Context: an optimization exercise on an open-source flow, tuned for small area, a short achievable clock period and few clock cycles. The choices shown serve that exercise and are no tape-out recipe. Power figures rest on the tool's default switching activity, not on a simulated workload.

==> flow/design.v <==
`timescale 1ns / 1ps
module full_reciprocal(
input logic clk,
input logic rst,  
input logic start,
output logic ready,
input logic [15:0] input0,
output logic [23:0] output0  
);
localparam int FL = 16;           
localparam int XW = FL - 1;       
localparam int KMAX = 1 << (20 - FL);
logic          busy;   
logic          first;  
logic [15:0]   x;      
logic [XW:0]   p;      
logic [19:0]   q;      
logic [19:0]   res;    
assign output0 = {4'b0, res};
logic fast;
assign fast = |x[15:FL-1];
logic [KMAX+1:8] t;    
always_comb begin
	for (int k = 8; k <= KMAX; k++) t[k] = ({4'b0, x} <= 20'(524288 / k));
	t[KMAX+1] = 1'b0;
end
logic [19:0] fq;
always_comb begin
	fq = '0;
	for (int k = 8; k <= KMAX; k++)
		if (t[k] & ~t[k+1]) fq = fq | 20'(k);
end
logic [XW-1:0] xs;     
logic [XW-1:0] y;
logic [XW-1:0] msk;    
logic [XW-1:0] msb;    
logic [XW:0]   hi;     
logic [XW-1:0] lo;     
assign xs = x[XW-1:0];
assign y  = xs - 1'b1;
always_comb begin
	hi[XW] = 1'b0;
	for (int i = XW-1; i >= 0; i--) hi[i] = hi[i+1] | xs[i];
	lo[0] = 1'b0;
	for (int i = 1; i < XW; i++) lo[i] = lo[i-1] | xs[i-1];
	for (int i = 0; i < XW; i++) msk[i] = hi[i+1] | (xs[i] & lo[i]);
	msb = msk & ~(msk >> 1);
end
logic [XW-1:0] r1;
assign r1 = ~y & msk;
logic [XW+1:0] d2p;
logic [XW+2:0] d1, d2, d3;
logic [1:0]    qd;
logic [XW-1:0] r;
assign d2p = {p, 1'b0};
assign d1  = {1'b0, d2p} - {3'b0, xs};
assign d2  = {1'b0, d2p} - {2'b0, xs, 1'b0};
assign d3  = {1'b0, d2p} - {3'b0, xs} - {2'b0, xs, 1'b0};
always_comb begin
	if (!d3[XW+2])      begin qd = 2'd3; r = d3[XW-1:0]; end
	else if (!d2[XW+2]) begin qd = 2'd2; r = d2[XW-1:0]; end
	else if (!d1[XW+2]) begin qd = 2'd1; r = d1[XW-1:0]; end
	else                begin qd = 2'd0; r = d2p[XW-1:0]; end
end
logic fdone, sdone;
assign fdone = first & fast;
assign sdone = busy & ~first & (q[19] | q[18]);
always_ff @(posedge clk) begin
	if (!busy)
		x <= input0;
	if (first) begin
		p <= {r1, 1'b0};
		q <= {{(18-XW){1'b0}}, msb, ~msk[0], 1'b1};
	end else begin
		p <= {r, 1'b0};
		q <= {q[17:0], qd};
	end
	if (!rst) begin
		if (sdone)
			res <= q[19] ? {q[18:0], qd[1]} : {q[17:0], qd};
		else if (fdone)
			res <= fq;
	end
	if (rst) begin
		busy  <= 1'b0;
		first <= 1'b0;
		ready <= 1'b0;
	end else begin
		busy  <= busy ? ~(fdone | sdone) : start;
		first <= ~busy & start;
		ready <= fdone | sdone;
	end
end
endmodule
==> flow/config.mk <==
export PLATFORM = sky130hd
export DESIGN_NAME = full_reciprocal
export DESIGN_NICKNAME = full_reciprocal
export VERILOG_FILES = /design/flow/design.v
export SDC_FILE = /design/flow/constraint.sdc
export NUM_CORES = 4
export LEC_CHECK = 0
export CAP_MARGIN = 20
export CORE_MARGIN = 2
export CORE_UTILIZATION = 40
export SLEW_MARGIN = 20
==> flow/constraint.sdc <==
create_clock -name core_clock -period 8.0 [get_ports {clk}]
set_input_delay 1.6000 -clock core_clock [delete_from_list [all_inputs] [get_ports {clk}]]
set_output_delay 1.6000 -clock core_clock [all_outputs]
set_load 0.01 [all_outputs]
standard.sh (not shown) runs the stock make flow with config.mk's settings and CLKGATE_MAP_FILE= SYNTH_SCRIPT=/design/flow/synth_recipe.tcl, a recipe that flattens the netlist after the stock synthesis.
==> flow/flow/run.sh <==
#!/bin/bash
set -euo pipefail
MARGIN=$(cat flow/margin.txt)
bash standard.sh SETUP_SLACK_MARGIN=$MARGIN finish > standard_flow.log 2>&1
==> flow/flow/margin.txt <==
5.5
Next try:
==> flow/design.v (replaced) <==
`timescale 1ns / 1ps
module full_reciprocal(
input logic clk,
input logic rst,  
input logic start,
output logic ready,
input logic [15:0] input0,
output logic [23:0] output0  
);
localparam int FL = 16;           
localparam int XW = FL - 1;       
localparam int KMAX = 1 << (20 - FL);
logic          busy;   
logic          first;  
logic [15:0]   x;      
logic [XW:0]   p;      
logic [19:0]   q;      
logic [19:0]   res;    
assign output0 = {4'b0, res};
logic fast;
assign fast = |x[15:FL-1];
logic [KMAX+1:8] t;    
always_comb begin
	for (int k = 8; k <= KMAX; k++) t[k] = ({4'b0, x} <= 20'(524288 / k));
	t[KMAX+1] = 1'b0;
end
logic [19:0] fq;
always_comb begin
	fq = '0;
	for (int k = 8; k <= KMAX; k++)
		if (t[k] & ~t[k+1]) fq = fq | 20'(k);
end
logic [XW-1:0] xi;     
logic [XW-1:0] msk;    
logic [XW-1:0] msb;    
logic [XW-1:0] r1;
logic [XW-1:0] xs;     
assign xi = input0[XW-1:0];
assign xs = x[XW-1:0];
always_comb begin
	msk[XW-1] = xi[XW-1];
	for (int i = XW-2; i >= 0; i--) msk[i] = msk[i+1] | xi[i];
	msb = xi & ~(msk >> 1);
end
assign r1 = (-xi) & msk;
logic [XW+1:0] diff;
logic          qb;
logic [XW-1:0] r;
assign diff = {1'b0, p} - {2'b0, xs};
assign qb   = ~diff[XW+1];
assign r    = qb ? diff[XW-1:0] : p[XW-1:0];
logic        pow2;
logic [19:0] xrev;
always_ff @(posedge clk) pow2 <= (xs & (xs - 1'b1)) == '0;
always_comb begin
	xrev = '0;
	for (int i = 0; i < XW; i++) xrev[19-i] = xs[i];
end
logic fdone, sdone;
assign fdone = first & fast;
assign sdone = busy & q[19];
always_ff @(posedge clk) begin
	if (!busy) begin
		x <= input0;
		p <= {r1, 1'b0};
		q <= {{(18-XW){1'b0}}, msb, 2'b01};
	end else begin
		p <= {r, 1'b0};
		q <= {q[18:0], qb};
	end
	if (!rst) begin
		if (sdone)
			res <= pow2 ? xrev : {q[18:0], qb};
		else if (fdone)
			res <= fq;
	end
	if (rst) begin
		busy  <= 1'b0;
		first <= 1'b0;
		ready <= 1'b0;
	end else begin
		busy  <= busy ? ~(fdone | sdone) : start;
		first <= ~busy & start;
		ready <= fdone | sdone;
	end
end
endmodule
Result:
- The new run completed without violations
- global-route usage decreases by 1.3 points
- power decreases by 67%
- utilization increases by 2.4 points
- design area decreases by 21%
- wire length decreases by 26%
- hold slack got worse by 0.0096 ns
- count of clock-buffer cells in the layout decreases by 3
- non-clock buffer count increases by 9
- sequential power decreases by 23%
- sequential cell count increases by 1
- cell count decreases by 23%
- setup slack improved by 1.0 ns
Function was not checked in any run of this note: the RTL went through the layout flow alone.

separate check: timing with driven ports:
No port has a modelled driver above. Below, the same layouts with a new extraction and two added sets of constraints.
Step 1, drivers: a clkbuf_16 drives clk and a buf_2 each remaining input, both assumed.
Step 2 also shifts input and output timing later by t, the mid clock arrival at the registers, as if the neighbouring blocks saw the same clock.
Slacks: ideal / step 1 / step 2; pairs: ideal / step 1.
run | t, ns | setup slack, ns | hold WS [ns] | slew at the worst register clock pin (ns)
the first run | 0.385 | 3.965 / 3.965 / 3.965 | 0.468 / 0.468 / 0.468 | 0.06 / 0.06
the second run | 0.367 | 4.996 / 4.984 / 4.617 | 0.459 / 0.459 / 0.459 | 0.06 / 0.06
After both steps every run listed still meets setup and hold. The setup slack of the second run, which loses most, moves by -0.012 ns with the drivers and by -0.379 ns with both steps.
